What follows belongs to an exercise in optimizing a design on an open flow for small area; a production flow would make more cautious choices.
The RTL was checked by simulation tests, not by an equivalence proof against the original design.
Power figures rest on the tool's default switching activity, not on a simulated workload.

==> flow/design.v, too long to show whole: its modules and the start of the top module <==
// module vlt_tab: 359 lines
// module vlt: 542 lines
// module vfa: 1 lines
// module vha: 1 lines
module vlt (
    input clock
  , input reset
  , input important
  , input [8:0] opcode
  , input [9:0] start_ts
  , input [9:0] end_ts
  , input [11:0] prev_vbits
  , output [3:0] iq_shift1
  , output [3:0] iq_shift2
  , output iq_shift1_v
  , output iq_shift2_v
  , output [17:0] iq_vbits
  , output [3:0] rob_shift1
  , output [3:0] rob_shift2
  , output rob_shift1_v
  , output rob_shift2_v
  , output [17:0] rob_vbits
  , output [3:0] lq_shift1
  , output [3:0] lq_shift2
  , output lq_shift1_v
  , output lq_shift2_v
  , output [17:0] lq_vbits
  , output [3:0] sq_shift1
  , output [3:0] sq_shift2
  , output sq_shift1_v
  , output sq_shift2_v
  , output [17:0] sq_vbits
  , output [3:0] instbuff_shift1
  , output [3:0] instbuff_shift2
  , output instbuff_shift1_v
  , output instbuff_shift2_v
  , output [17:0] instbuff_vbits
  , input [11:0] total_qvbits0
  , input [11:0] total_qvbits1
  , input [11:0] total_qvbits2
  , input [11:0] total_qvbits3
  , input [9:0] rf_vbits_adj
  , input rf_vbits_adj_mode
  , input [11:0] total_sq_vbits
  , input [31:0] rf_live_vector
  , input [31:0] rf_kill_vector
  , output [19:0] total_svf
  , output [9:0] counter_iq
  , output [9:0] counter_rob
  , output [9:0] counter_lq
  , output [9:0] counter_sq
  , output [9:0] counter_instbuff
  );
  // ...
==> flow/flow/run.sh <==
#!/bin/bash
# Own layout flow: the standard synthesis (standard.sh, unchanged), then the
# combinational cells between the standard synthesis's registers and adder cells are
# re-mapped by ABC for area (remap.tcl), then the standard layout steps.
# Port buffers use sky130_fd_sc_hd__buf_1.
# Logs: synth.log (standard synthesis), remap.log (yosys/ABC re-map), standard.log (the
# layout steps); each ORFS step also keeps its own log under orfs/logs/.
set -euo pipefail
HERE=$(pwd)
R=$HERE/orfs/results/sky130hd/vlt/base
export BUFFER_PORTS_ARGS="-buffer_cell sky130_fd_sc_hd__buf_1"
bash standard.sh $R/1_2_yosys.v > synth.log 2>&1
cp $R/1_2_yosys.v std_1_2_yosys.v
YOSYS=$FLOW_HOME/../tools/install/yosys/bin/yosys
[ -x "$YOSYS" ] || YOSYS=yosys
LIB=$FLOW_HOME/platforms/sky130hd/lib/sky130_fd_sc_hd__tt_025C_1v80.lib
DU=$(grep -o -- "-dont_use [^ ]*" $HERE/orfs/logs/sky130hd/vlt/base/1_2_yosys.log | sort -u | tr '\n' ' ')
printf 'strash\ndch -f\nmap -a\namap\ntopo\nbuffer -c\nupsize -c\ndnsize -c\n' > area.abc
cat > remap.ys <<Y
read_liberty -ignore_miss_func $LIB
read_verilog std_1_2_yosys.v
hierarchy -top $FLOW_TOP
select -module $FLOW_TOP -list
Y
KEEP=$(grep -o "sky130_fd_sc_hd__[a-z0-9_]*" std_1_2_yosys.v | sort -u | grep -E "__(fa|ha|df|sdf|edf|dl|conb)" | tr '\n' ' ')
cat > remap.ys <<Y
read_liberty -ignore_miss_func $LIB
read_verilog std_1_2_yosys.v
hierarchy -top $FLOW_TOP
setattr -mod -set keep_hierarchy 1 $KEEP
flatten
blackbox $KEEP
delete t:\$scopeinfo
opt_clean -purge
tee -o remap_before.txt stat -liberty $LIB
abc -script area.abc -liberty $LIB $DU -constr $HERE/orfs/objects/sky130hd/vlt/base/abc.constr -D 9000
opt_clean -purge
splitnets
opt_clean -purge
hilomap -singleton -hicell sky130_fd_sc_hd__conb_1 HI -locell sky130_fd_sc_hd__conb_1 LO
insbuf -buf sky130_fd_sc_hd__buf_4 A X
opt_clean -purge
tee -o remap_after.txt stat -liberty $LIB
write_verilog -noattr -nohex -nodec -noexpr remap_1_2_yosys.v
Y
$YOSYS -l remap.log -q remap.ys > /dev/null 2>&1
grep -q "^module $FLOW_TOP" remap_1_2_yosys.v
cp remap_1_2_yosys.v $R/1_2_yosys.v
touch $R/1_2_yosys.v
bash standard.sh > standard.log 2>&1
==> flow/standard.sh <==
#!/bin/bash
# synth_recipe.tcl (not shown) runs the flow's synth.tcl, then flattens the netlist and writes it again
# the make line also repeats each setting of config.mk as NAME=value (left out here)
make -C /OpenROAD-flow-scripts/flow DESIGN_CONFIG=/design/flow/config.mk WORK_HOME=/design/flow/orfs CLKGATE_MAP_FILE= SYNTH_SCRIPT=/design/flow/synth_recipe.tcl "${@:-finish}"
==> flow/config.mk <==
export PLATFORM = sky130hd
export DESIGN_NAME = vlt
export DESIGN_NICKNAME = vlt
export VERILOG_FILES = /design/flow/design.v
export SDC_FILE = /design/flow/constraint.sdc
export NUM_CORES = 4
export LEC_CHECK = 0
export ABC_AREA = 1
export CAP_MARGIN = 20
export CORE_MARGIN = 2
export CORE_UTILIZATION = 40
export PLACE_DENSITY = 0.6
export SLEW_MARGIN = 20
export SYNTH_HIERARCHICAL = 1
export SYNTH_MINIMUM_KEEP_SIZE = 0
==> flow/constraint.sdc <==
create_clock -name core_clock -period 9.0 [get_ports {clock}]
set_input_delay 1.8000 -clock core_clock [delete_from_list [all_inputs] [get_ports {clock}]]
set_output_delay 1.8000 -clock core_clock [all_outputs]
set_load 0.01 [all_outputs]
==> results_dict.tcl, run 1 <==
set metrics [dict create \
    status "timing/DRC/antenna clean" \
    multi_input_area_um2 7950 \
    path_class "input pin to flip-flop" \
    dieWidth_um 175 \
    cp.depth 22 \
    pre_cts_slack_ns -0.271 \
    dr_wl_met3_um 2500 \
    p_int_w 0.00201 \
    syn-cell-area_um2 11800 \
    critPathRequiredTime_ns 9.23 \
    vias 10100 \
    reg2regPathDepth 21 \
    top_register "live" \
    clockRootBuffer "clkbuf_16" \
    max_stage_delay_ns 0.58 \
    firstDrtPassIters 10 \
    drc 0 \
    num-nonclk-inverters 197 \
    area_growth_pct 12.3 \
    cts_hold_buf 0 \
    routabilityCongestion 1.01 \
    die_area_um2 30800 \
    multi_input_gates 813 \
    cts_buffer_depth 2 \
    reg_top3 "live: 32 flops, svf: 20 flops, prev_r: 12 flops" \
    min_period_ns 8.76 \
    final.fill_count 2942 \
    setup_violations 0 \
    cp_slowest_cell "fa_1" \
    multi_input_area_share_pct 60.2 \
]
==> run 2, diff against run 1 <==
--- a/flow/flow/run.sh
+++ b/flow/flow/run.sh
@@ -10,4 +10,5 @@
 R=$HERE/orfs/results/sky130hd/vlt/base
 export BUFFER_PORTS_ARGS="-buffer_cell sky130_fd_sc_hd__buf_1"
+export GPL_KEEP_OVERFLOW=0
 bash standard.sh $R/1_2_yosys.v > synth.log 2>&1
 cp $R/1_2_yosys.v std_1_2_yosys.v
==> results_dict.tcl, run 2 <==
set metrics [dict create \
    status "timing/DRC/antenna clean" \
    drive_above_1_share_pct 6.91 \
    vias_per_cell 5.29 \
    io_pins 389 \
    routabilityCongestion 0.964 \
    placedCellCount 1869 \
    max_stage_delay_ns 0.49 \
    core_area_um2 28900 \
    drv_slew 0 \
    largest_reg_flops 32 \
    path_class "flip-flop to output pin" \
    hpwl_um 28700 \
    die_area_um2 30800 \
    start_util_pct 40.7 \
    crit_top_cell "fa_1" \
    layout_common_cells "buf_1 (367), fa_1 (177), inv_1 (176)" \
    r2r_setup_slack_ns 1.47 \
    top_register "live" \
    critPathRequiredTime_ns 7.20 \
    startpoint_type "flip-flop" \
    skew_ns 0.0154 \
    drtIter0Drc 916 \
    syn_inst 1278 \
    clockRootBuffer "clkbuf_16" \
    arrival_ns 6.95 \
    setup_ws_ns 0.249 \
    syn-cell-area_um2 11800 \
    firstDrtPassIters 9 \
    drc 0 \
    portBuffers 375 \
    crit_path_end_kind "output pin" \
    hp-class "flip-flop to flip-flop" \
    cp_slowest_cell "dfxtp_4" \
    min_from "cnt[0]" \
    final.fill_count 2869 \
    rr_startpoint "svf[6]" \
    wirelength_um 34900 \
    cts_tree "yes" \
    cp_max_fo 15 \
    cts-buffers-inserted 9 \
    slew_headroom_pct 28.4 \
    cts_buffer_depth 2 \
    yosysWarnings 7 \
    fin_util_pct 45.0 \
    min_period_ns 8.75 \
    fp-row-count 62 \
    grt_max_degree 36 \
    max_freq_mhz 114 \
    first_global_vias 10100 \
    worstMarginPinSlew_ns 1.07 \
    h-tree-depth 3 \
    stdcell_count 1890 \
    avgSynthCellArea_um2 9.20 \
    die_height_um 175 \
    leakagePower_nw 5.90 \
    vias 10000 \
    drtAntennaViolNets 0 \
    fin_tns_setup_ns 0 \
    setup_violations 0 \
    reg2regPathDepth 21 \
    holdPathEnd "cnt[0]" \
    overflow 0 \
    clock_latency_ns 0.36 \
    grt_pass1_wl_um 54800 \
    diodes 0 \
    fin_nets 1949 \
    reg_top3 "live: 32 flops, svf: 20 flops, prev_r: 12 flops" \
    powerDensity_nw_per_um2 283 \
    hold_viol_final 0 \
    finalCritPeriodShare_pct 97.2 \
    drv_cap 0 \
    wire_per_inst_um 18.4 \
    ir_drop_mv 0.272 \
    dieWidth_um 175 \
    track_usage_pct 22.9 \
    pre_cts_slack_ns -0.816 \
    crit_start "dur_r[1]" \
    regToRegEndpoint "svf[19]" \
    clk_transition_reported_paths_ns 0.08 \
    cts.sinks 98 \
    antenna_found_initial 0 \
    area_growth_pct 10.5 \
    path_cells "clkinvlp_4 -> nor2_2 -> ha_1 -> fa_1 -> fa_2 -> fa_2 -> fa_1 -> fa_2 -> fa_1 -> fa_2 -> fa_1 -> fa_1 -> fa_1 -> fa_2 -> fa_1 -> fa_1 -> ha_1 -> inv_2 -> nor2_1 -> buf_2" \
    holdPathStages 1 \
    final_common_cell "buf_1" \
]
## run 2: where the power goes
part	internal (W)	switching (W)
Clock	0.000202	0.000196
Sequential	0.000534	0.000135
Combinational	0.00126	0.00136
## run 2: how the worst max path moves through the flow
stage                               to  slack, ns  cells past startpoint
final                     lq_vbits[16]       0.25                     20
after global placement         svf[18]      -0.82                     22
after CTS                 lq_vbits[16]       0.04                     22
after floorplan                svf[18]      0.008                     23
after global routing      lq_vbits[16]    -0.0009                     22
after detailed placement       svf[19]      -0.82                     22
## run 2: critical path: cells and delay by family, from the launching register on
kind | cells | cell delay, ns
adders and majority gates | 15 | 5.43
DFF | 1 | 0.49
buffers and inverters | 3 | 0.44
and+or+nand+nor | 2 | 0.23
## run 2: metrics by stage
| step | hold WS (ns) | cell area, um^2 | total power [W] |
|---|---|---|---|
| 2_1_floorplan | 0.450 | 11800 | 0.00275 |
| 6_report | 0.518 | 13000 | 0.00368 |
| 3_5_place_dp | 0.501 | 12500 | 0.00334 |
| 5_1_grt | 0.555 | 13000 | 0.00424 |
| 3_3_place_gp | 0.492 | 12500 | 0.00326 |
| 4_1_cts | 0.519 | 12900 | 0.00377 |
## run 2: final cells by class
class	instances	area (um^2)	share of cell area, %
clock buffer	10	239	1.84
clock inverter	6	55.1	0.424
inverter	197	752	5.78
multi-input combinational	813	7990	61.4
sequential	98	1980	15.3
tap	384	480	3.70
timing repair buffer	382	1500	11.6
## run 2: what timing repair did
item	CTS	global route
hold buffers	0	0
cloned	0	0
resized for setup	27	32
buffers inserted	5	0
endpoints found under the setup margin	12	14
pin swaps	1	3
## run 2: routing by layer
| layer | vias to the layer above | global-route usage (%) | wire, um |
|---|---|---|---|
| li1 | 4546 | - | - |
| met1 | 4811 | 31.0 | 14600 |
| met2 | 566 | 37.3 | 16300 |
| met3 | 79 | 3.40 | 2850 |
| met4 | 0 | 8.13 | 1180 |
| met5 | - | 0 | 0 |
==> run 3, diff against run 2 <==
--- a/flow/flow/run.sh
+++ b/flow/flow/run.sh
@@ -10,5 +10,4 @@
 R=$HERE/orfs/results/sky130hd/vlt/base
 export BUFFER_PORTS_ARGS="-buffer_cell sky130_fd_sc_hd__buf_1"
-export GPL_KEEP_OVERFLOW=0
 bash standard.sh $R/1_2_yosys.v > synth.log 2>&1
 cp $R/1_2_yosys.v std_1_2_yosys.v
--- a/flow/config.mk
+++ b/flow/config.mk
@@ -7,9 +7,9 @@
 export LEC_CHECK = 0
 export ABC_AREA = 1
-export CAP_MARGIN = 20
+export CAP_MARGIN = 5
 export CORE_MARGIN = 2
 export CORE_UTILIZATION = 40
 export PLACE_DENSITY = 0.6
-export SLEW_MARGIN = 20
+export SLEW_MARGIN = 5
 export SYNTH_HIERARCHICAL = 1
 export SYNTH_MINIMUM_KEEP_SIZE = 0
==> results_dict.tcl, run 3 <==
set metrics [dict create \
    status "timing/DRC/antenna clean" \
    final_common_cell "buf_1" \
    vias 10100 \
    drtIter0Drc 955 \
    avgSynthCellArea_um2 9.20 \
    worstMarginPinSlew_ns 1.00 \
    drc 0 \
    ir_drop_mv 0.251 \
    startpoint_type "input pin" \
    fp-row-count 62 \
    powerDensity_nw_per_um2 281 \
    track_usage_pct 23.6 \
    drive_above_1_share_pct 7.95 \
    yosysWarnings 7 \
    cts-buffers-inserted 9 \
    min_period_ns 8.76 \
    firstDrtPassIters 10 \
    drtAntennaViolNets 0 \
    largest_reg_flops 32 \
    layout_common_cells "buf_1 (371), inv_1 (180), fa_1 (176)" \
    clk_transition_reported_paths_ns 0.08 \
    grt_pass1_wl_um 56600 \
    crit_path_end_kind "flip-flop" \
    hold_viol_final 0 \
    cts_buffer_depth 2 \
    total_power_w 0.00371 \
    final.fill_count 2942 \
    routabilityCongestion 1.01 \
    h-tree-depth 3 \
    syn-cell-area_um2 11800 \
    cts.sinks 98 \
    skew_ns 0.0107 \
    hp-class "flip-flop to flip-flop" \
    rsz0062_at_grt "false" \
    dieWidth_um 175 \
    placement.cell_area_um2 12800 \
    drv_slew 0 \
    grt_max_degree 62 \
    fin_area_um2 13200 \
    leakagePower_nw 6.07 \
    path_class "input pin to flip-flop" \
    antenna_found_initial 0 \
    diodes 0 \
    multi_input_area_um2 7950 \
    overflow 0 \
    core_area_um2 28900 \
    cp_max_fo 1 \
    fin_nets 1991 \
    slew_headroom_pct 33.1 \
    clockRootBuffer "clkbuf_16" \
    area_growth_pct 12.3 \
    io_pins 389 \
    start_util_pct 40.7 \
    first_global_vias 10300 \
    cts_tree "yes" \
    finalCritPeriodShare_pct 97.3 \
    die_height_um 175 \
    regArea_um2 1970 \
    cts_hold_buf 0 \
    vias_per_cell 5.25 \
    max_freq_mhz 114 \
    portBuffers 375 \
    clock_latency_ns 0.36 \
    die_area_um2 30800 \
    wire_per_inst_um 18.5 \
    arrival_ns 8.99 \
    top_register "live" \
    critPathRequiredTime_ns 9.23 \
    whs_ns 0.510 \
    setup_violations 0 \
    drv_cap 0 \
    reg_top3 "live: 32 flops, svf: 20 flops, prev_r: 12 flops" \
    hpwl_um 29800 \
    syn_inst 1278 \
    wirelength_um 35700 \
]
-- run 3: through the flow --
step / setup slack [ns] / util, % / setup TNS (ns) / cells
finish: 0.242 / 45.8 / 0 / 1932
global route: 0.0175 / 45.8 / 0 / 1932
CTS: 0.0111 / 45.6 / 0 / 1932
detailed placement: -0.271 / 44.5 / -0.611 / 1914
global placement: -0.189 / 44.5 / -0.349 / 1914
floorplan: 0.00803 / - / 0 / 1290
-- run 3: power breakdown --
| group | switching [W] | total (W) | internal (W) |
|---|---|---|---|
| Sequential | 0.000105 | 0.000638 | 0.000533 |
| Combinational | 0.00140 | 0.00268 | 0.00129 |
| Clock | 0.000194 | 0.000387 | 0.000193 |
-- run 3: area by class of cell --
| class | count | share of cell area, % |
|---|---|---|
| inverter | 197 | 5.62 |
| tap | 384 | 3.64 |
| timing repair buffer | 424 | 13.5 |
| clock buffer | 9 | 1.71 |
| multi-input combinational | 813 | 60.2 |
| sequential | 98 | 14.9 |
| clock inverter | 7 | 0.464 |
-- run 3: metal layers --
layer	track usage [%]	vias up	wire length [um]
li1	-	4618	-
met1	31.7	4939	15200
met2	38.9	520	16800
met3	3.05	70	2500
met4	8.75	0	1200
met5	0	-	0
-- run 3: path summary, 6_finish.rpt --
kind               to        startpoint  slack (ns)  cells after the start
max reg2reg   svf[18]            svf[6]        1.37                     21
min reg2reg  live[26]          live[26]        0.51                      2
max           svf[18]  total_qvbits0[6]        0.24                     22
min          live[26]          live[26]        0.51                      2
-- run 3: critical path, stage by stage --
cell and delay (ns):
buf_1 0.09, fa_1 0.49, fa_1 0.42, fa_1 0.48
fa_1 0.58, fa_1 0.43, fa_1 0.44, ha_1 0.22
fa_1 0.40, fa_1 0.40, fa_1 0.39, fa_1 0.40
fa_1 0.39, fa_1 0.44, ha_1 0.21, or2_2 0.28
ha_1 0.19, ha_1 0.18, ha_1 0.18, ha_1 0.18
ha_1 0.26, nor2b_1 0.12
-- run 3: timing repair --
action,in CTS,in global routing
setup buffers,2,0
hold endpoints to repair,0,0
gates resized for setup,12,13
endpoints found under the setup margin,6,9
pin swaps,2,0
==> run 4, diff against run 3 <==
--- a/flow/flow/run.sh
+++ b/flow/flow/run.sh
@@ -16,5 +16,5 @@
 LIB=$FLOW_HOME/platforms/sky130hd/lib/sky130_fd_sc_hd__tt_025C_1v80.lib
 DU=$(grep -o -- "-dont_use [^ ]*" $HERE/orfs/logs/sky130hd/vlt/base/1_2_yosys.log | sort -u | tr '\n' ' ')
-printf 'strash\ndch -f\nmap -a\namap\ntopo\nbuffer -c\nupsize -c\ndnsize -c\n' > area.abc
+printf 'strash\ndch -f\nmap -a\namap\ntopo\nupsize -c\ndnsize -c\n' > area.abc
 cat > remap.ys <<Y
 read_liberty -ignore_miss_func $LIB
--- a/flow/config.mk
+++ b/flow/config.mk
@@ -7,9 +7,9 @@
 export LEC_CHECK = 0
 export ABC_AREA = 1
-export CAP_MARGIN = 5
+export CAP_MARGIN = 20
 export CORE_MARGIN = 2
 export CORE_UTILIZATION = 40
 export PLACE_DENSITY = 0.6
-export SLEW_MARGIN = 5
+export SLEW_MARGIN = 20
 export SYNTH_HIERARCHICAL = 1
 export SYNTH_MINIMUM_KEEP_SIZE = 0
==> results_dict.tcl, run 4 <==
set metrics [dict create \
    clockRootBuffer "clkbuf_16" \
    drv_slew 0 \
    h-tree-depth 3 \
    fin_tns_setup_ns 0 \
    fp-row-count 62 \
    clk_transition_reported_paths_ns 0.07 \
    wire_per_inst_um 17.8 \
    fin_nets 1999 \
    clock_latency_ns 0.36 \
    cp_num_buf_inv 4 \
    drv_cap 0 \
    powerDensity_nw_per_um2 280 \
    grt_max_degree 61 \
    status "timing/DRC/antenna clean" \
    largest_reg_flops 32 \
    hpwl_um 29100 \
    track_usage_pct 22.9 \
    multi_input_area_um2 7960 \
    cts.sinks 98 \
    cp_slowest_cell "fa_1" \
    pre_cts_slack_ns -0.179 \
    critPathTopFamily "adder cells" \
    startpoint_type "flip-flop" \
    vias 9991 \
    reg_top3 "live: 32 flops, svf: 20 flops, prev_r: 12 flops" \
    drtAntennaViolNets 0 \
    die_area_um2 30500 \
    final_common_cell "buf_1" \
    overflow 0 \
    syn-cell-area_um2 11600 \
    avgSynthCellArea_um2 9.40 \
    die_height_um 175 \
    antenna_found_initial 0 \
    io_pins 389 \
    hold_viol_final 0 \
    total_power_w 0.00372 \
    top_register "live" \
    core_area_um2 28700 \
    crit_path_end_kind "output pin" \
    dieWidth_um 175 \
    rsz0062_at_grt "false" \
    portBuffers 375 \
    worstMarginPinSlew_ns 1.02 \
    cts-buffers-inserted 9 \
    drtIter0Drc 842 \
    setup_violations 0 \
    syn_inst 1237 \
    critPathRequiredTime_ns 7.20 \
    diodes 0 \
    layout_common_cells "buf_1 (372), clkinv_1 (183), fa_1 (177)" \
    slew_headroom_pct 32.2 \
    grt_pass1_wl_um 54500 \
    drc 0 \
    yosysWarnings 7 \
    cts_hold_buf 0 \
    firstDrtPassIters 9 \
    routabilityCongestion 0.934 \
    start_util_pct 40.5 \
    skew_ns 0.00735 \
    path_cells "inv_2 -> nor2_2 -> nand2_1 -> buf_4 -> nor2_1 -> ha_1 -> fa_2 -> fa_1 -> fa_1 -> fa_2 -> fa_2 -> fa_2 -> fa_1 -> fa_2 -> fa_2 -> fa_2 -> fa_1 -> fa_1 -> fa_1 -> ha_1 -> clkinv_2 -> nor2_4 -> buf_6" \
    cp_max_fo 6 \
    cts_buffer_depth 2 \
    whs_ns 0.507 \
    min_period_ns 8.68 \
    cts_tree "yes" \
    final.fill_count 2857 \
    ir_drop_mv 0.311 \
    drive_above_1_share_pct 8.42 \
    setup_ws_ns 0.325 \
    leakagePower_nw 5.48 \
    path_class "flip-flop to output pin" \
    first_global_vias 9934 \
    wirelength_um 34400 \
    crit_top_cell "fa_2" \
    hp-class "flip-flop to flip-flop" \
    max_stage_delay_ns 0.39 \
    vias_per_cell 5.15 \
    area_growth_pct 14.4 \
    arrival_ns 6.88 \
    max_freq_mhz 115 \
    regArea_um2 1960 \
    finalCritPeriodShare_pct 96.4 \
]
==> run 4: final timing paths <==
check | from | end | slack, ns | cells past startpoint
max reg2reg | svf[6] | svf[19] | 1.58 | 21
min | live[9] | live[9] | 0.51 | 2
min reg2reg | live[9] | live[9] | 0.51 | 2
max | lsq_cr[2] | lq_vbits[16] | 0.32 | 23
==> run 4: area by class of cell <==
| cell class | instances | share of cell area [%] |
|---|---|---|
| flip-flops and latches | 98 | 14.8 |
| well taps | 384 | 3.61 |
| inverters | 197 | 5.58 |
| clock buffers | 10 | 1.80 |
| multi-input cells | 813 | 59.8 |
| repair buffers | 432 | 13.9 |
| clock inverters | 6 | 0.555 |
==> run 4: what timing repair did <==
action | in CTS | in global routing
endpoints found under the setup margin | 5 | 9
resized for setup | 13 | 12
pin swaps | 2 | 3
setup buffers | 0 | 0
==> run 4: worst min-delay path, delay by kind of cell, from the launching register on <==
| family | cells | cell delay, ns |
|---|---|---|
| flops | 1 | 0.34 |
| simple gates | 1 | 0.07 |
| compound gates | 1 | 0.06 |
==> run 4: through the flow <==
stage | utilization (%) | cells | area (um^2)
after floorplan | - | 1249 | 11700
after CTS | 46.3 | 1940 | 13300
final | 46.4 | 1940 | 13300
after global routing | 46.4 | 1940 | 13300
after global placement | 45.1 | 1924 | 12900
after detailed placement | 45.1 | 1924 | 12900
==> run 4: per-layer routing <==
metal / GRT usage, % / share of wire [%] / vias up
li1: - / - / 4656
met1: 31.0 / 43 / 4781
met2: 38.0 / 48 / 494
met3: 3.83 / 7.1 / 60
met4: 6.67 / 2.2 / 0
met5: 0 / 0 / -
==> run 4: power by group <==
part	switching [W]	leakage, nW	internal [W]
logic	0.00140	4.51	0.00128
registers	0.0000886	0.815	0.000533
clock network	0.000194	0.153	0.000228
total	0.00168	5.48	0.00204
==> run 5, diff against run 4 <==
--- a/flow/flow/run.sh
+++ b/flow/flow/run.sh
@@ -3,5 +3,7 @@
 # combinational cells between the standard synthesis's registers and adder cells are
 # re-mapped by ABC for area (remap.tcl), then the standard layout steps.
-# Port buffers use sky130_fd_sc_hd__buf_1.
+# Port buffers use sky130_fd_sc_hd__buf_1. Timing-driven global placement only uses the
+# resizer virtually (GPL_KEEP_OVERFLOW=0): its buffers and resizes are not kept; the later
+# standard repair steps fix timing.
 # Logs: synth.log (standard synthesis), remap.log (yosys/ABC re-map), standard.log (the
 # layout steps); each ORFS step also keeps its own log under orfs/logs/.
@@ -10,4 +12,5 @@
 R=$HERE/orfs/results/sky130hd/vlt/base
 export BUFFER_PORTS_ARGS="-buffer_cell sky130_fd_sc_hd__buf_1"
+export GPL_KEEP_OVERFLOW=0
 bash standard.sh $R/1_2_yosys.v > synth.log 2>&1
 cp $R/1_2_yosys.v std_1_2_yosys.v
@@ -16,5 +19,5 @@
 LIB=$FLOW_HOME/platforms/sky130hd/lib/sky130_fd_sc_hd__tt_025C_1v80.lib
 DU=$(grep -o -- "-dont_use [^ ]*" $HERE/orfs/logs/sky130hd/vlt/base/1_2_yosys.log | sort -u | tr '\n' ' ')
-printf 'strash\ndch -f\nmap -a\namap\ntopo\nupsize -c\ndnsize -c\n' > area.abc
+printf 'strash\ndch -f\nmap -a\namap\ntopo\nbuffer -c\nupsize -c\ndnsize -c\n' > area.abc
 cat > remap.ys <<Y
 read_liberty -ignore_miss_func $LIB
==> results_dict.tcl, run 5 <==
set metrics [dict create \
    status "timing/DRC/antenna clean" \
    dieWidth_um 175 \
    finalCritPeriodShare_pct 97.2 \
    reg_top3 "live: 32 flops, svf: 20 flops, prev_r: 12 flops" \
    skew_ns 0.0154 \
    worstMarginPinSlew_ns 1.07 \
    vias 10000 \
    setup_violations 0 \
    grt_max_degree 36 \
    drv_slew 0 \
    routabilityCongestion 0.964 \
    h-tree-depth 3 \
    core_area_um2 28900 \
    total_power_w 0.00368 \
    antenna_found_initial 0 \
    syn-cell-area_um2 11800 \
    startpoint_type "flip-flop" \
    critPathRequiredTime_ns 7.20 \
    track_usage_pct 22.9 \
    drive_above_1_share_pct 6.91 \
    vias_per_cell 5.29 \
    yosysWarnings 7 \
    ir_drop_mv 0.272 \
    fin_nets 1949 \
    start_util_pct 40.7 \
    slew_headroom_pct 28.4 \
    final_common_cell "buf_1" \
    layout_common_cells "buf_1 (367), fa_1 (177), inv_1 (176)" \
    hp-class "flip-flop to flip-flop" \
    clock_latency_ns 0.36 \
    top_register "live" \
    overflow 0 \
    wirelength_um 34900 \
    clk_transition_reported_paths_ns 0.08 \
    cts_buffer_depth 2 \
    max_freq_mhz 114 \
    leakagePower_nw 5.90 \
    powerDensity_nw_per_um2 283 \
    area_growth_pct 10.5 \
    whs_ns 0.518 \
    largest_reg_flops 32 \
    drtIter0Drc 916 \
    crit_path_end_kind "output pin" \
    drv_cap 0 \
    path_class "flip-flop to output pin" \
    firstDrtPassIters 9 \
    cts_tree "yes" \
    min_period_ns 8.75 \
    avgSynthCellArea_um2 9.20 \
    portBuffers 375 \
    drc 0 \
    hpwl_um 28700 \
    fp-row-count 62 \
    diodes 0 \
    syn_inst 1278 \
    arrival_ns 6.95 \
    clockRootBuffer "clkbuf_16" \
    cts.sinks 98 \
    drtAntennaViolNets 0 \
    hold_viol_final 0 \
    cts_hold_buf 0 \
    cp_max_fo 15 \
    final.fill_count 2869 \
    die_area_um2 30800 \
    first_global_vias 10100 \
    wire_per_inst_um 18.4 \
    cts-buffers-inserted 9 \
    io_pins 389 \
    grt_pass1_wl_um 54800 \
    die_height_um 175 \
]
[run 5: report_power, final]
part           switching [W]  internal [W]  leakage (nW)
Clock               0.000196      0.000202         0.146
Sequential          0.000135      0.000534         0.818
Combinational        0.00136       0.00126          4.94
Total                0.00169       0.00200          5.90
[run 5: per-stage QoR]
| stage | cell area (um^2) | cells | setup slack (ns) | setup TNS [ns] | util (%) |
|---|---|---|---|---|---|
| finish | 13000 | 1890 | 0.249 | 0 | 45.0 |
| global route | 13000 | 1890 | -0.000863 | -0.000863 | 45.0 |
| CTS | 12900 | 1890 | 0.0361 | 0 | 44.8 |
| detailed placement | 12500 | 1869 | -0.816 | -4.50 | 43.4 |
| global placement | 12500 | 1867 | -0.819 | -3.64 | 43.2 |
| floorplan | 11800 | 1290 | 0.00803 | 0 | - |
[run 5: area by class of cell]
class                           count  area (um^2)  share of cell area (%)
Tap cell                          384          480                    3.70
Clock buffer                       10          239                    1.84
Inverter                          197          752                    5.78
Sequential cell                    98         1980                    15.3
Multi-Input combinational cell    813         7990                    61.4
Clock inverter                      6         55.1                   0.424
Timing Repair Buffer              382         1500                    11.6
[run 5: critical path, stage by stage, from the launching register on]
cell	delay [ns]
dfxtp_4	0.49
clkinvlp_4	0.22
nor2_2	0.14
ha_1	0.26
fa_1	0.42
fa_2	0.35
fa_2	0.34
fa_1	0.39
fa_2	0.35
fa_1	0.38
fa_2	0.35
fa_1	0.39
fa_1	0.39
fa_1	0.40
fa_2	0.36
fa_1	0.38
fa_1	0.37
ha_1	0.30
inv_2	0.06
nor2_1	0.09
buf_2	0.16
[run 5: worst paths after layout]
check / from / endpoint / slack [ns] / cells past startpoint
worst max-delay path: dur_r[1] / lq_vbits[16] / 0.25 / 20
worst min-delay path: cnt[0] / cnt[0] / 0.52 / 1
worst max register to register: svf[6] / svf[19] / 1.47 / 21
worst min register to register: cnt[0] / cnt[0] / 0.52 / 1
[run 5: timing repair]
item,CTS,global route
resized for setup,27,32
setup buffers,5,0
setup endpoints to repair,12,14
hold endpoints to repair,0,0
pin swaps,1,3
[run 5: per-layer routing]
metal  GRT usage [%]  wire, um
met2            37.3     16300
met4            8.13      1180
met5               0         0
met1            31.0     14600
met3            3.40      2850
==> run 6, diff against run 5 <==
--- a/flow/flow/run.sh
+++ b/flow/flow/run.sh
@@ -2,5 +2,5 @@
 # Own layout flow: the standard synthesis (standard.sh, unchanged), then the
 # combinational cells between the standard synthesis's registers and adder cells are
-# re-mapped by ABC for area (remap.tcl), then the standard layout steps.
+# re-mapped by ABC for area (remap.ys), then the standard layout steps.
 # Port buffers use sky130_fd_sc_hd__buf_1. Timing-driven global placement only uses the
 # resizer virtually (GPL_KEEP_OVERFLOW=0): its buffers and resizes are not kept; the later
--- a/flow/config.mk
+++ b/flow/config.mk
@@ -10,4 +10,5 @@
 export CORE_MARGIN = 2
 export CORE_UTILIZATION = 40
+export GPL_TIMING_DRIVEN = 0
 export PLACE_DENSITY = 0.6
 export SLEW_MARGIN = 20
==> results_dict.tcl, run 6 <==
set metrics [dict create \
    first_global_vias 10700 \
    rsz0062_at_grt "false" \
    die_height_um 175 \
    clockRootBuffer "clkbuf_16" \
    cts_tree "yes" \
    core_area_um2 28900 \
    cts.sinks 98 \
    dieWidth_um 175 \
    rr_startpoint "svf[6]" \
    drive_above_1_share_pct 15.0 \
    track_usage_pct 24.8 \
    fin_tns_setup_ns 0 \
    syn_inst 1278 \
    ir_drop_mv 0.335 \
    whs_ns 0.512 \
    syn-cell-area_um2 11800 \
    cts_buffer_depth 2 \
    setup_ws_ns 0.231 \
    fp-row-count 62 \
    routabilityCongestion 0.971 \
    start_util_pct 40.7 \
    path_class "input pin to flip-flop" \
    switchingPower_w 0.00175 \
    cp_max_fo 10 \
    grt_max_degree 19 \
    clk_transition_reported_paths_ns 0.09 \
    power.share.clock_pct 10.1 \
    grt_pass1_wl_um 58800 \
    critPathRequiredTime_ns 9.21 \
    firstDrtPassIters 9 \
    hp-class "flip-flop to flip-flop" \
    drtAntennaViolNets 0 \
    setup_violations 0 \
    p_comb_share_pct 74.4 \
    arrival_ns 8.98 \
    min_period_ns 8.77 \
    swShare_pct 44.6 \
    drv_cap 0 \
    overflow 0 \
    powerDensity_nw_per_um2 277 \
    vias 10500 \
    hpwl_um 32100 \
    drc 0 \
    critPathTopFamily "adder cells" \
    cts-buffers-inserted 9 \
    crit_path_end_kind "flip-flop" \
    crit_start "rf_vbits_adj_mode" \
    finalCritPeriodShare_pct 97.4 \
    drv_slew 0 \
    avgSynthCellArea_um2 9.20 \
    h-tree-depth 3 \
    grtUsageMet1_pct 32.4 \
    antenna_found_initial 0 \
    largest_reg_flops 32 \
    max_freq_mhz 114 \
    die_area_um2 30800 \
    clock_latency_ns 0.36 \
    cp_num_buf_inv 2 \
    leakagePower_nw 6.69 \
    reg_top3 "live: 32 flops, svf: 20 flops, prev_r: 12 flops" \
    grt.met3_usage_pct 4.18 \
    portBuffers 373 \
    area_growth_pct 20.9 \
    power_frac_seq_pct 15.5 \
    io_pins 389 \
    layout_common_cells "buf_1 (369), fa_1 (174), inv_1 (173)" \
    wirelength_um 38200 \
    max_stage_delay_ns 0.57 \
    pre_cts_slack_ns -0.668 \
    grtUsageMet2_pct 41.7 \
    top_register "live" \
    final_common_cell "buf_1" \
    yosysWarnings 7 \
    min_from "live[21]" \
    slew_headroom_pct 37.7 \
    hold_viol_final 0 \
    grt_busiest_layer "met2" \
    vias_per_cell 5.08 \
    startpoint_type "input pin" \
    drtIter0Drc 858 \
    cp_slowest_cell "fa_1" \
    p_int_w 0.00218 \
    wire_per_inst_um 18.5 \
    worstMarginPinSlew_ns 0.928 \
    crit_top_cell "fa_1" \
    skew_ns 0.0173 \
    fin_nets 2126 \
    status "timing/DRC/antenna clean" \
]
run 6: cell count changes in the layout (fill, tap and decap cells not counted), moves of 2 or more:
| cell | previous run | this run |
|---|---|---|
| buf_4 | 5 | 148 |
| clkbuf_1 | 0 | 31 |
| dfxtp_4 | 5 | 1 |
| inv_2 | 10 | 14 |
| dfxtp_1 | 90 | 93 |
| fa_1 | 177 | 174 |
| fa_2 | 7 | 10 |
| inv_1 | 176 | 173 |
| buf_1 | 367 | 369 |
| buf_12 | 2 | 0 |
| nor2_2 | 9 | 7 |
| nor3_2 | 5 | 3 |
| nor3_4 | 1 | 3 |
run 6: power by group through the flow:
stage	registers (W)	logic (W)	clock network [W]
floorplan	0.000586	0.00217	0
global placement	0.000614	0.00287	0
detailed placement	0.000614	0.00290	0
CTS	0.000611	0.00294	0.000408
global route	0.000621	0.00338	0.000424
finish	0.000611	0.00293	0.000396
run 6: path summary, 6_finish.rpt:
| kind | endpoint | slack, ns | cells past startpoint |
|---|---|---|---|
| worst max-delay path | svf[19] | 0.23 | 25 |
| worst min-delay path | live[21] | 0.51 | 2 |
| worst max register to register | svf[19] | 1.49 | 22 |
| worst min register to register | live[21] | 0.51 | 2 |
run 6: routing by layer:
metal	up-vias	part of all wire, %
met5	-	0
met4	0	2.9
met3	65	7.7
met2	505	48
met1	5027	42
li1	4900	-
run 6: per-stage QoR:
stage / std cells / power (W) / instance area (um^2) / util (%)
floorplan: 1290 / 0.00275 / 11800 / -
global route: 2067 / 0.00442 / 14200 / 49.3
CTS: 2066 / 0.00396 / 14100 / 48.8
global placement: 2047 / 0.00348 / 13700 / 47.4
detailed placement: 2047 / 0.00352 / 13700 / 47.4
finish: 2068 / 0.00394 / 14200 / 49.3
run 6: what timing repair did:
item | 4_1_cts | 5_1_grt
setup buffers | 5 | 1
pin swaps | 3 | 4
endpoints found under the setup margin | 12 | 14
hold buffers | 0 | 0
gates resized for setup | 31 | 41
run 6: layout make-up:
class	instances	area, um^2
antenna	1	2.50
buffer	180	1230
clock buffer	10	239
clock inverter	6	58.8
fill	2851	14600
inverter	197	748
multi-input combinational	813	8030
sequential	98	1970
tap	384	480
timing repair buffer	379	1450
run 6: tightest hold or removal path, stage by stage, from the launching register on:
cell and delay, ns:
dfxtp_1 0.35, a21oi_1 0.07, nor2_1 0.06
==> run 7, diff against run 6 <==
==> flow/run.sh (new file) <==
#!/bin/bash
# synth_recipe.tcl (not shown) runs the flow's synth.tcl, then flattens the netlist and writes it again
# the make line also repeats each setting of config.mk as NAME=value (left out here)
make -C /OpenROAD-flow-scripts/flow DESIGN_CONFIG=/design/flow/config.mk WORK_HOME=/design/flow/orfs CLKGATE_MAP_FILE= SYNTH_SCRIPT=/design/flow/synth_recipe.tcl finish
--- a/flow/config.mk
+++ b/flow/config.mk
@@ -10,5 +10,4 @@
 export CORE_MARGIN = 2
 export CORE_UTILIZATION = 40
-export GPL_TIMING_DRIVEN = 0
 export PLACE_DENSITY = 0.6
 export SLEW_MARGIN = 20
removed: flow/flow/run.sh
removed: flow/standard.sh
==> results_dict.tcl, run 7 <==
set metrics [dict create \
    synth_top_area_share_pct 29.8 \
    startpoint_type "flip-flop" \
    powerDensity_nw_per_um2 265 \
    synth_edf_count 0 \
    rsz0062_at_grt "true" \
    slew_headroom_pct 31.0 \
    fin_tns_setup_ns 0 \
    avgSynthCellArea_um2 7.97 \
    cts.sinks 98 \
    vias_per_cell 4.87 \
    first_global_vias 11000 \
    layout_common_cells "clkdlybuf4s50_1 (364), nand2_1 (301), inv_1 (225)" \
    syn-cell-area_um2 12400 \
    worstMarginPinSlew_ns 1.04 \
    antenna_found_initial 1 \
    clock_latency_ns 0.37 \
    synth-xor-area-share_pct 0.992 \
    core_area_um2 30500 \
    placement.cell_area_um2 15700 \
    die_area_um2 32300 \
    ys_types 45 \
    routabilityCongestion 0.914 \
    final_common_cell "clkdlybuf4s50_1" \
    io_pins 389 \
    leakagePower_nw 7.71 \
    yosysMostFrequentCell "nand2_1" \
    muxShareOfSynthArea_pct 0 \
    drv_cap 0 \
    vias 10800 \
    hpwl_um 33200 \
    area_growth_pct 30.4 \
    path_class "flip-flop to output pin" \
    largest_reg_flops 32 \
    track_usage_pct 24.4 \
    yosysWarnings 7 \
    syn_inst 1551 \
    h-tree-depth 3 \
    synthTopCellsByArea "fa_1 (30%), dfxtp_1 (16%), nand2_1 (9.2%)" \
    cts_tree "yes" \
    start_util_pct 40.5 \
    drive_above_1_share_pct 7.82 \
    holdPathStages 2 \
    synth_top_family_by_area "adder cells" \
    final.fill_count 2936 \
    dieWidth_um 180 \
    status "timing/DRC/antenna clean" \
    clockRootBuffer "clkbuf_16" \
    fp-row-count 64 \
    overflow 0 \
    fin_area_um2 16100 \
    cts-buffers-inserted 9 \
    reg2regPathDepth 22 \
    portBuffers 375 \
    drc 0 \
    crit_path_end_kind "output pin" \
    firstDrtPassIters 6 \
    reg_top3 "live: 32 flops, svf: 20 flops, prev_r: 12 flops" \
    total_power_w 0.00427 \
    wire_per_inst_um 17.7 \
    drv_slew 0 \
    synth-seq-cells 98 \
    drtIter0Drc 757 \
    fin_nets 2259 \
    finalCritPeriodShare_pct 97.1 \
    arrival_ns 6.94 \
    skew_ns 0.0139 \
    yosysSeqAreaShare_pct 15.9 \
    yosys.area.top_type "fa_1" \
    drtAntennaViolNets 0 \
    synth_compound_area_share_pct 6.72 \
    grt_pass1_wl_um 61600 \
    wirelength_um 39100 \
    die_height_um 180 \
    cts_buffer_depth 2 \
    clk_transition_reported_paths_ns 0.08 \
    setup_violations 0 \
    cp_max_fo 3 \
    synthTopCellsByCount "nand2_1 (303), inv_1 (225), nor2_1 (194)" \
    hp-class "flip-flop to flip-flop" \
    grt_max_degree 89 \
    synthSimpleGateAreaFrac_pct 21.9 \
    synthAdderAreaFrac_pct 38.4 \
    min_period_ns 8.74 \
    synthFlopType "dfxtp_1" \
    max_freq_mhz 114 \
    top_register "live" \
    hold_viol_final 0 \
    ir_drop_mv 0.437 \
    synthArstFlopShare_pct 0 \
    critPathRequiredTime_ns 7.20 \
]
[run 7: critical path, stage by stage (launching register included)]
cell and delay [ns]:
dfxtp_1 0.32, buf_4 0.14, nor2_2 0.13, nand2_2 0.11, nor2_2 0.10, ha_1 0.25
fa_1 0.41, fa_1 0.39, fa_1 0.39, fa_2 0.35, fa_2 0.34, fa_1 0.38
fa_1 0.38, fa_1 0.39, fa_2 0.34, fa_1 0.38, fa_2 0.35, fa_2 0.34
fa_2 0.52, inv_1 0.08, nor2_2 0.17, dlygate4sd2_1 0.29
[run 7: logic make-up (layout without fill, tap and decap cells)]
kind of cell / Yosys count / in the layout
flops: 98 / 98
buf+inv: 401 / 654
xor+xnor: 14 / 14
simple gates: 625 / 625
other cells: 1 / 14
compound gates: 143 / 143
fa+ha+maj: 269 / 269
[run 7: cell type report]
type                    instances  area, um^2  area share [%]
repair buffers                400        3940            24.4
diodes                          1        2.50          0.0155
flip-flops and latches         98        1960            12.2
clock buffers                  10         239            1.48
multi-input cells            1064        8520            52.8
clock inverters                 6        70.1           0.435
inverters                     238         893            5.54
well taps                     396         495            3.07
[run 7: report_power, final]
part | internal (W) | switching [W]
logic | 0.00154 | 0.00170
registers | 0.000534 | 0.0000859
clock network | 0.000206 | 0.000207
[run 7: layer usage]
layer  vias up  track usage, %  wire length [um]
li1       5162               -                 -
met1      5118            31.5             16400
met2       430            41.7             19000
met3        63            4.44              2580
met4         0            7.32              1090
met5         -               0                 0
[run 7: path summary, 6_finish.rpt]
kind,startpoint,end,slack [ns]
max,lsq_cr[1],sq_vbits[15],0.26
max reg2reg,svf[6],svf[19],1.76
min reg2reg,live[8],live[8],0.50
min,live[8],live[8],0.50
[run 7: modules after synthesis, one instance, submodules excluded]
module	copies in the design	flip-flops and latches	cells
vlt	1	98	1026
vfa	184	0	1
vha	50	0	1
vlt_tab	1	0	291
[run 7: repair_timing]
| item | 4_1_cts | 5_1_grt |
|---|---|---|
| gates resized for setup | 20 | 19 |
| pin swaps | 6 | 7 |
| cloned | 0 | 0 |
| setup endpoints to repair | 9 | 14 |
| hold buffers | 0 | 0 |
| setup buffers | 0 | 2 |
[run 7: metrics by stage]
step / setup slack, ns / util (%) / cells / hold slack, ns
after floorplan: 0.0111 / - / 1563 / 0.459
after global placement: -0.469 / 51.6 / 2194 / 0.485
after detailed placement: -0.519 / 51.6 / 2194 / 0.499
after CTS: 0.00928 / 52.6 / 2210 / 0.516
after global routing: -0.0403 / 52.9 / 2213 / 0.540
final: 0.263 / 52.9 / 2213 / 0.505

## what the ideal ports hide
No port has a modelled driver above. Below, the same layouts with a new extraction and two added sets of constraints.
Step 1 (the two cells are an assumption about what drives the block):
set clk [get_ports {clock}]
set_driving_cell -lib_cell sky130_fd_sc_hd__clkbuf_16 $clk
set_driving_cell -lib_cell sky130_fd_sc_hd__buf_2 [delete_from_list [all_inputs] $clk]
Step 2 also shifts input and output timing later by t, the mid clock arrival at the registers, as if the neighbouring blocks saw the same clock.
a / b / c = no drivers / after step 1 / after step 2; a / b = the first two.
run | t (ns) | setup WS [ns] | worst hold slack (ns)
run 1 | 0.399 | 0.242 / 0.269 / -0.130 | 0.510 / 0.510 / 0.510
run 2 | 0.393 | 0.249 / 0.202 / -0.085 | 0.518 / 0.518 / 0.518
run 3 | 0.399 | 0.242 / 0.269 / -0.130 | 0.510 / 0.510 / 0.510
run 4 | 0.408 | 0.325 / 0.278 / -0.015 | 0.507 / 0.507 / 0.507
run 5 | 0.393 | 0.249 / 0.202 / -0.085 | 0.518 / 0.518 / 0.518
run 6 | 0.398 | 0.231 / 0.224 / -0.139 | 0.512 / 0.512 / 0.512
run 7 | 0.412 | 0.263 / 0.213 / -0.120 | 0.505 / 0.505 / 0.505
With both steps, setup timing fails in every run listed, where it was met with ideal ports. The setup slack of run 7, which loses most, moves by -0.050 ns with the drivers and by -0.383 ns with both steps.
